Context: an optimization exercise on an open-source flow, tuned for small area. The choices shown serve that exercise and are no tape-out recipe.
Where RTL was checked, it was by simulation tests only, not by an equivalence proof against the original.
No driver is modelled on the clock port, so clocking that relies on it looks cheaper here than on a real chip.

run A:
Design cordic_pipeline_rtl, start of the top module:
module cordic_pipeline_rtl( clock, reset, ce, angle_in, sin_out, cos_out, valid_out );
input clock, reset, ce;
input signed [11:0] angle_in;
output signed [11:0] sin_out, cos_out;
output valid_out;
reg [3:0] valid_cnt;
always @(posedge clock)
  if (reset == 1'b0) valid_cnt <= 4'd15;
  else if (ce && valid_cnt != 4'd0) valid_cnt <= valid_cnt - 4'd1;
assign valid_out = (valid_cnt == 4'd0);
wire sg_1 = angle_in[11];
wire [10:0] u_2 = angle_in[10:0] ^ {11{sg_1}};
wire e_3 = (u_2 >= 11'd804);
wire e_4 = e_3 ? (u_2 >= 11'd1279) : (u_2 >= 11'd329);
wire e_5 = e_3 ? (e_4 ? (u_2 >= 11'd1530) : (u_2 >= 11'd1028)) : (e_4 ? (u_2 >= 11'd580) : (u_2 >= 11'd78));
wire [13:0] E_6 = {sg_1, e_3, e_4, e_5, u_2[9:0]};
reg [13:0] l1_e;
wire [10:0] d_7;
wire [9:0] k_8 = (l1_e[12] ? (l1_e[11] ? (l1_e[10] ? 10'h207 : 10'h305) : (l1_e[10] ? 10'h3fd : 10'hfb)) : (l1_e[11] ? (l1_e[10] ? 10'h1bd : 10'h2bb) : (l1_e[10] ? 10'h3b3 : 10'hb1)));
wire [9:0] w_9 = l1_e[9:0] + k_8;
wire [6:0] sv_10 = (|w_9[9:8]) ? 7'd127 : w_9[7:1];
assign d_7[0] = ~l1_e[13];
assign d_7[1] = l1_e[12] ^ l1_e[13];
assign d_7[2] = l1_e[11] ^ l1_e[13];
assign d_7[3] = l1_e[10] ^ l1_e[13];
assign d_7[4] = sv_10[6] ^ l1_e[13];
assign d_7[5] = sv_10[5] ^ l1_e[13];
assign d_7[6] = sv_10[4] ^ l1_e[13];
assign d_7[7] = sv_10[3] ^ l1_e[13];
assign d_7[8] = sv_10[2] ^ l1_e[13];
  ...
Size: ~1500 cells after synthesis, roughly 40 I/O pins, ~0.017 mm^2 of cells after synthesis.
Settings: LEC_CHECK=0, CAP_MARGIN=0, CORE_MARGIN=2, CORE_UTILIZATION=70, CTS_CLUSTER_DIAMETER=60, CTS_CLUSTER_SIZE=36, GPL_TIMING_DRIVEN=0, PLACE_DENSITY=0.75, SLEW_MARGIN=0; clock period 4.5 ns.
run.sh (not shown) runs the stock make flow with config.mk's settings and CLKGATE_MAP_FILE= SYNTH_SCRIPT=/design/flow/synth_recipe.tcl, a recipe that flattens the netlist after the stock synthesis.
Run A has completed all stages; timing, DRC and antenna checks passed.
What run B does differently from run A at the input level:
Settings: CTS_CLUSTER_DIAMETER no longer set, was 60; CTS_CLUSTER_SIZE no longer set, was 36; CORE_UTILIZATION now 60, was 70; PLACE_DENSITY no longer set, was 0.75.
Notes after the runs:
Run B against run A; final cell count without fillers is up by a few percent.
Run A has higher period utilization than run B.
Measured against each other, run A and run B differ in total number of vias, the lower figure coming from run B.
Comparing ratio of cells with drive above 1 in the final layout for run A and run B, the bigger number came from run A.
Run A has a lower worst setup slack after layout than run B.
| detailed-route wire length | higher: run A |
Compared with run A, run B shows a register-to-register slack that is 0.09 ns higher.
Modified inputs, run C compared to run B
Settings: changing CORE_UTILIZATION from 60 to 70; setting CTS_CLUSTER_DIAMETER to 100 for the first time; setting PLACE_DENSITY to 0.75 for the first time; setting CTS_CLUSTER_SIZE to 30 for the first time.
--- outcome ---
Compared with run B, run C shows a lower worst-skew pair later-pin latency.
Diff run B and run C: average vias per placed instance lower in run B
Going from run B to run C, the minimum clock period was found to have gone up by 0.12 ns.
Antenna diode instance count: run C vs run B identical
When run C is measured against run B, its total detailed-routing wirelength turns out 5.0% higher.
Compared with run B, placement density in the core of run C is higher.
Run C vs run B — core region area dropped 14%.
Run C against run B: non-filler instance count after layout -70; detailed-router iteration count before antenna repair went down by 1; number of DRC markers after the initial detailed-route iteration went up about 60%.
Run B has higher worst-case register-to-register setup slack than run C.

* * *

## old
cordic_pipeline_rtl, a different RTL version from the one above (not shown whole).
Size: roughly 1,400 cells after synthesis, roughly 17,000 um^2 of cells after synthesis.
Settings: LEC_CHECK=0, CAP_MARGIN=0, CORE_MARGIN=2, CORE_UTILIZATION=80, CTS_CLUSTER_DIAMETER=100, CTS_CLUSTER_SIZE=30, GPL_TIMING_DRIVEN=1, PLACE_DENSITY=0.85, SLEW_MARGIN=0; clock period 4.5 ns.
old finished all stages; the layout is clean.
Input-level comparison between new and old:
Settings: changing CORE_UTILIZATION from 80 to 70; changing PLACE_DENSITY from 0.85 to 0.75.
==> flow/flow/run.sh (new file) <==
#!/bin/bash
# Own layout flow: the standard flow, with the port buffers made of the
# smallest buffer cell instead of the default choice.
cp standard.sh standard_sh_copy.log
export BUFFER_PORTS_ARGS="-buffer_cell sky130_fd_sc_hd__buf_1"
bash standard.sh > standard_run.log 2>&1
==> flow/standard.sh (new file) <==
#!/bin/bash
# synth_recipe.tcl (not shown) runs the flow's synth.tcl, then flattens the netlist and writes it again
# the make line also repeats each setting of config.mk as NAME=value (left out here)
make -C /OpenROAD-flow-scripts/flow DESIGN_CONFIG=/design/flow/config.mk WORK_HOME=/design/flow/orfs CLKGATE_MAP_FILE= SYNTH_SCRIPT=/design/flow/synth_recipe.tcl "${@:-finish}"
removed: flow/run.sh
Findings:
The clock skew was comparable across new and old. [new vs old] peak clock frequency supported by timing: higher in new. new vs old: placed cell count up.

* * *

cordic_pipeline_rtl, a different RTL version from the one above (not shown whole).
Size: roughly 1,400 cells after synthesis, ~40 I/O pins.
==> flow/config.mk <==
export PLATFORM = sky130hd
export DESIGN_NAME = cordic_pipeline_rtl
export DESIGN_NICKNAME = cordic_pipeline_rtl
export VERILOG_FILES = /design/flow/design.v
export SDC_FILE = /design/flow/constraint.sdc
export NUM_CORES = 4
export LEC_CHECK = 0
export CAP_MARGIN = 0
export CORE_MARGIN = 2
export CORE_UTILIZATION = 70
export CTS_CLUSTER_DIAMETER = 100
export CTS_CLUSTER_SIZE = 30
export GPL_TIMING_DRIVEN = 1
export PLACE_DENSITY = 0.75
export SLEW_MARGIN = 0
==> flow/constraint.sdc <==
create_clock -name core_clock -period 4.5 [get_ports {clock}]
set_input_delay 0.9000 -clock core_clock [delete_from_list [all_inputs] [get_ports {clock}]]
set_output_delay 0.9000 -clock core_clock [all_outputs]
set_load 0.01 [all_outputs]
standard.sh (not shown) runs the stock make flow with config.mk's settings and CLKGATE_MAP_FILE= SYNTH_SCRIPT=/design/flow/synth_recipe.tcl, a recipe that flattens the netlist after the stock synthesis.
==> flow/flow/run.sh <==
#!/bin/bash
# Own layout flow: the standard flow (standard.sh) with three changes:
#  1. the port buffers use the smallest buffer cell (buf_1);
#  2. after the standard synthesis, the combinational cells other than full adders are
#     mapped again by Yosys/ABC for area, with a few ABC scripts; registers and their
#     names are untouched;
#  3. full adders are flipped in polarity (FA(~a,~b,~c) = ~FA(a,b,c)) where that
#     removes inverters without adding any.
# Every rewritten netlist is checked against the standard synthesis's netlist by
# bit-parallel random simulation of every register input and every output port; the
# smallest checked netlist whose worst slack (ideal clock, no wires) is at least
# -0.05 ns is laid out; if none qualifies, the standard netlist is used.
set -uo pipefail
export BUFFER_PORTS_ARGS="-buffer_cell sky130_fd_sc_hd__buf_1"
RES="$PWD/orfs/results/sky130hd/cordic_pipeline_rtl/base"
bash standard.sh "$RES/1_2_yosys.v" > standard_synth.log 2>&1 || exit 1
cp "$RES/1_2_yosys.v" "$PWD/netlist_standard.v"
BEST="$PWD/netlist_standard.v"; BESTAREA=""
for S in default flow/abc_*.abc; do
  N=$(basename "$S" .abc)
  ARG=""; [ "$S" != default ] && ARG="-script $PWD/$S"
  mkdir -p "remap_$N"
  if python3 flow/remap.py "$PWD/netlist_standard.v" "$PWD/remap_$N/remap.v" "$PWD/remap_$N" "$ARG" > "remap_$N/remap.log" 2>&1 \
     && python3 flow/fixinv.py "$PWD/remap_$N/remap.v" "$PWD/remap_$N/fixinv.v" > "remap_$N/fixinv.log" 2>&1 \
     && python3 flow/simcheck.py "$PWD/netlist_standard.v" "$PWD/remap_$N/fixinv.v" > "remap_$N/simcheck.log" 2>&1; then
    NETLIST="$PWD/remap_$N/fixinv.v" openroad -no_init -exit flow/sta.tcl > "remap_$N/sta.log" 2>&1
    WNS=$(grep -oE "^WNS \S+" "remap_$N/sta.log" | awk '{print $2}')
    AREA=$(python3 flow/area.py "$PWD/remap_$N/fixinv.v")
    echo "$N area $AREA wns $WNS" >> choose.log
    if [ -n "$WNS" ] && python3 -c "import sys; sys.exit(0 if float('$WNS') >= -0.05e-9 and ('$BESTAREA'=='' or float('$AREA') < float('$BESTAREA')) else 1)"; then
      BEST="$PWD/remap_$N/fixinv.v"; BESTAREA=$AREA
    fi
  else
    echo "$N failed" >> choose.log
  fi
done
echo "chosen: $BEST" >> choose.log
cp "$BEST" "$RES/1_2_yosys.v"
bash standard.sh > standard_layout.log 2>&1
Other scripts of this flow, unchanged in this note and not shown: flow/flow/abc_s3.abc, flow/flow/abc_s5.abc, flow/flow/abc_s6.abc, flow/flow/abc_s8.abc, flow/flow/abc_s9.abc, flow/flow/area.py, flow/flow/fixinv.py, flow/flow/remap.py, flow/flow/simcheck.py, flow/flow/sta.tcl
The first run finished but fails on setup timing.
Edit:
--- a/flow/flow/run.sh
+++ b/flow/flow/run.sh
@@ -9,8 +9,12 @@
 # Every rewritten netlist is checked against the standard synthesis's netlist by
 # bit-parallel random simulation of every register input and every output port; the
-# smallest checked netlist whose worst slack (ideal clock, no wires) is at least
-# -0.05 ns is laid out; if none qualifies, the standard netlist is used.
+# smallest checked netlist whose worst slack (ideal clock, no wires) is at least 0.25 ns
+# (a margin for wires) is laid out; if none qualifies, the standard netlist is used.
 set -uo pipefail
+export PYTHONHASHSEED=0
 export BUFFER_PORTS_ARGS="-buffer_cell sky130_fd_sc_hd__buf_1"
+# the layout runs on one thread so that it is reproducible
+sed 's/^make -C \(.*\) "\${@:-finish}"$/make -C \1 NUM_CORES=1 "${@:-finish}"/' standard.sh > standard1.sh
+grep -q "NUM_CORES=1" standard1.sh || cp standard.sh standard1.sh
 RES="$PWD/orfs/results/sky130hd/cordic_pipeline_rtl/base"
 bash standard.sh "$RES/1_2_yosys.v" > standard_synth.log 2>&1 || exit 1
@@ -28,5 +32,5 @@
     AREA=$(python3 flow/area.py "$PWD/remap_$N/fixinv.v")
     echo "$N area $AREA wns $WNS" >> choose.log
-    if [ -n "$WNS" ] && python3 -c "import sys; sys.exit(0 if float('$WNS') >= -0.05e-9 and ('$BESTAREA'=='' or float('$AREA') < float('$BESTAREA')) else 1)"; then
+    if [ -n "$WNS" ] && python3 -c "import sys; sys.exit(0 if float('$WNS') >= 0.25 and ('$BESTAREA'=='' or float('$AREA') < float('$BESTAREA')) else 1)"; then
       BEST="$PWD/remap_$N/fixinv.v"; BESTAREA=$AREA
     fi
@@ -37,3 +41,3 @@
 echo "chosen: $BEST" >> choose.log
 cp "$BEST" "$RES/1_2_yosys.v"
-bash standard.sh > standard_layout.log 2>&1
+bash standard1.sh > standard_layout.log 2>&1
--- a/flow/config.mk
+++ b/flow/config.mk
@@ -8,8 +8,9 @@
 export CAP_MARGIN = 0
 export CORE_MARGIN = 2
-export CORE_UTILIZATION = 70
+export CORE_UTILIZATION = 75
 export CTS_CLUSTER_DIAMETER = 100
 export CTS_CLUSTER_SIZE = 30
 export GPL_TIMING_DRIVEN = 1
-export PLACE_DENSITY = 0.75
+export PLACE_DENSITY = 0.8
+export SETUP_SLACK_MARGIN = 0.1
 export SLEW_MARGIN = 0
The new run reached the layout checks and failed them: setup timing.
Utilization came out higher by 3.3 points.
Worst setup slack improves by 60 ps.
Via count came out lower by about 7%.
Count of clock-buffer cells in the layout came out lower by 1.
Synthesized cell count came out lower by 0.56%.
Hold slack improves by 3.2 ps.

* * *

Another version of the RTL of cordic_pipeline_rtl (not shown whole).
Design cordic_pipeline_rtl, start of the top module:
module cordic_pipeline_rtl( clock, reset, ce, angle_in, sin_out, cos_out, valid_out );
==> flow/config.mk <==
export PLATFORM = sky130hd
export DESIGN_NAME = cordic_pipeline_rtl
export DESIGN_NICKNAME = cordic_pipeline_rtl
export VERILOG_FILES = /design/flow/design.v
export SDC_FILE = /design/flow/constraint.sdc
export NUM_CORES = 4
export LEC_CHECK = 0
export CAP_MARGIN = 0
export CORE_MARGIN = 2
export CORE_UTILIZATION = 70
export CTS_CLUSTER_DIAMETER = 100
export CTS_CLUSTER_SIZE = 30
export GPL_TIMING_DRIVEN = 1
export PLACE_DENSITY = 0.75
export SLEW_MARGIN = 0
==> flow/constraint.sdc <==
create_clock -name core_clock -period 4.5 [get_ports {clock}]
set_input_delay 0.9000 -clock core_clock [delete_from_list [all_inputs] [get_ports {clock}]]
set_output_delay 0.9000 -clock core_clock [all_outputs]
set_load 0.01 [all_outputs]
==> flow/flow/run.sh <==
#!/bin/bash
# Own layout flow: the standard flow (standard.sh) with three changes:
#  1. the port buffers use the smallest buffer cell (buf_1);
#  2. after the standard synthesis, the combinational cells other than full adders are
#     mapped again by Yosys/ABC for area, with a few ABC scripts; registers and their
#     names are untouched;
#  3. full adders are flipped in polarity (FA(~a,~b,~c) = ~FA(a,b,c)) where that
#     removes inverters without adding any.
# Every rewritten netlist is checked against the standard synthesis's netlist by
# bit-parallel random simulation of every register input and every output port; the
# smallest checked netlist whose worst slack (ideal clock, no wires) is at least
# -0.05 ns is laid out; if none qualifies, the standard netlist is used.
set -uo pipefail
export BUFFER_PORTS_ARGS="-buffer_cell sky130_fd_sc_hd__buf_1"
RES="$PWD/orfs/results/sky130hd/cordic_pipeline_rtl/base"
bash standard.sh "$RES/1_2_yosys.v" > standard_synth.log 2>&1 || exit 1
cp "$RES/1_2_yosys.v" "$PWD/netlist_standard.v"
BEST="$PWD/netlist_standard.v"; BESTAREA=""
for S in default flow/abc_*.abc; do
  N=$(basename "$S" .abc)
  ARG=""; [ "$S" != default ] && ARG="-script $PWD/$S"
  mkdir -p "remap_$N"
  if python3 flow/remap.py "$PWD/netlist_standard.v" "$PWD/remap_$N/remap.v" "$PWD/remap_$N" "$ARG" > "remap_$N/remap.log" 2>&1 \
     && python3 flow/fixinv.py "$PWD/remap_$N/remap.v" "$PWD/remap_$N/fixinv.v" > "remap_$N/fixinv.log" 2>&1 \
     && python3 flow/simcheck.py "$PWD/netlist_standard.v" "$PWD/remap_$N/fixinv.v" > "remap_$N/simcheck.log" 2>&1; then
    NETLIST="$PWD/remap_$N/fixinv.v" openroad -no_init -exit flow/sta.tcl > "remap_$N/sta.log" 2>&1
    WNS=$(grep -oE "^WNS \S+" "remap_$N/sta.log" | awk '{print $2}')
    AREA=$(python3 flow/area.py "$PWD/remap_$N/fixinv.v")
    echo "$N area $AREA wns $WNS" >> choose.log
    if [ -n "$WNS" ] && python3 -c "import sys; sys.exit(0 if float('$WNS') >= -0.05e-9 and ('$BESTAREA'=='' or float('$AREA') < float('$BESTAREA')) else 1)"; then
      BEST="$PWD/remap_$N/fixinv.v"; BESTAREA=$AREA
    fi
  else
    echo "$N failed" >> choose.log
  fi
done
echo "chosen: $BEST" >> choose.log
cp "$BEST" "$RES/1_2_yosys.v"
bash standard.sh > standard_layout.log 2>&1
Other scripts of this flow, unchanged in this note and not shown: flow/flow/abc_s3.abc, flow/flow/abc_s6.abc, flow/flow/abc_s8.abc, flow/flow/abc_s9.abc, flow/flow/area.py, flow/flow/fixinv.py, flow/flow/remap.py, flow/flow/simcheck.py, flow/flow/sta.tcl
==> next run, changes <==
--- a/flow/flow/run.sh
+++ b/flow/flow/run.sh
@@ -9,6 +9,6 @@
 # Every rewritten netlist is checked against the standard synthesis's netlist by
 # bit-parallel random simulation of every register input and every output port; the
-# smallest checked netlist whose worst slack (ideal clock, no wires) is at least
-# -0.05 ns is laid out; if none qualifies, the standard netlist is used.
+# smallest checked netlist whose worst slack (ideal clock, no wires) is at least 0.25 ns
+# (a margin for wires) is laid out; if none qualifies, the standard netlist is used.
 set -uo pipefail
 export BUFFER_PORTS_ARGS="-buffer_cell sky130_fd_sc_hd__buf_1"
@@ -28,5 +28,5 @@
     AREA=$(python3 flow/area.py "$PWD/remap_$N/fixinv.v")
     echo "$N area $AREA wns $WNS" >> choose.log
-    if [ -n "$WNS" ] && python3 -c "import sys; sys.exit(0 if float('$WNS') >= -0.05e-9 and ('$BESTAREA'=='' or float('$AREA') < float('$BESTAREA')) else 1)"; then
+    if [ -n "$WNS" ] && python3 -c "import sys; sys.exit(0 if float('$WNS') >= 0.25 and ('$BESTAREA'=='' or float('$AREA') < float('$BESTAREA')) else 1)"; then
       BEST="$PWD/remap_$N/fixinv.v"; BESTAREA=$AREA
     fi
==> flow/flow/abc_s5.abc (new file) <==
strash
dc2
dch -f
amap
The changed run passed the timing, DRC and antenna checks.
Final cell count rises by 0.87%.
Sequential share of layout area falls by 0.31 points.
Maximum frequency barely changes.
Function was not checked in any run of this note: the RTL went through the layout flow alone.

## separate check: timing with driven ports
The flow's constraints put no driver on any port. The routed layouts listed below were extracted and timed again, unchanged, in two steps.
Step 1 (the two cells are an assumption about what drives the block):
set clk [get_ports {clock}]
set_driving_cell -lib_cell sky130_fd_sc_hd__clkbuf_16 $clk
set_driving_cell -lib_cell sky130_fd_sc_hd__buf_2 [delete_from_list [all_inputs] $clk]
Step 2 times the ports against the registers' clock, not the clock port: input delays grow and output delays shrink by t, the midpoint of the rising clock arrivals with the driver on.
a / b / c = ideal ports / drivers / drivers and shift; a / b = the first two.
| run | t, ns | setup slack, ns | worst hold slack (ns) |
|---|---|---|---|
| run A | 0.581 | 0.091 / 0.091 / 0.091 | 0.376 / 0.376 / 0.376 |
| run B | 0.597 | 0.184 / 0.184 / 0.184 | 0.414 / 0.414 / 0.414 |
| run C | 0.532 | 0.065 / 0.065 / 0.065 | 0.417 / 0.417 / 0.417 |
| old | 0.516 | 0.149 / 0.149 / 0.149 | 0.422 / 0.422 / 0.422 |
| new | 0.524 | 0.176 / 0.176 / 0.176 | 0.418 / 0.418 / 0.418 |
| the first run of note 3 | 0.516 | -0.086 / -0.086 / -0.086 | 0.416 / 0.416 / 0.416 |
| the second run of note 3 | 0.521 | -0.026 / -0.026 / -0.026 | 0.420 / 0.420 / 0.420 |
| the first run of note 4 | 0.518 | 0.174 / 0.174 / 0.174 | 0.413 / 0.413 / 0.413 |
| the second run of note 4 | 0.532 | 0.164 / 0.164 / 0.164 | 0.415 / 0.415 / 0.415 |
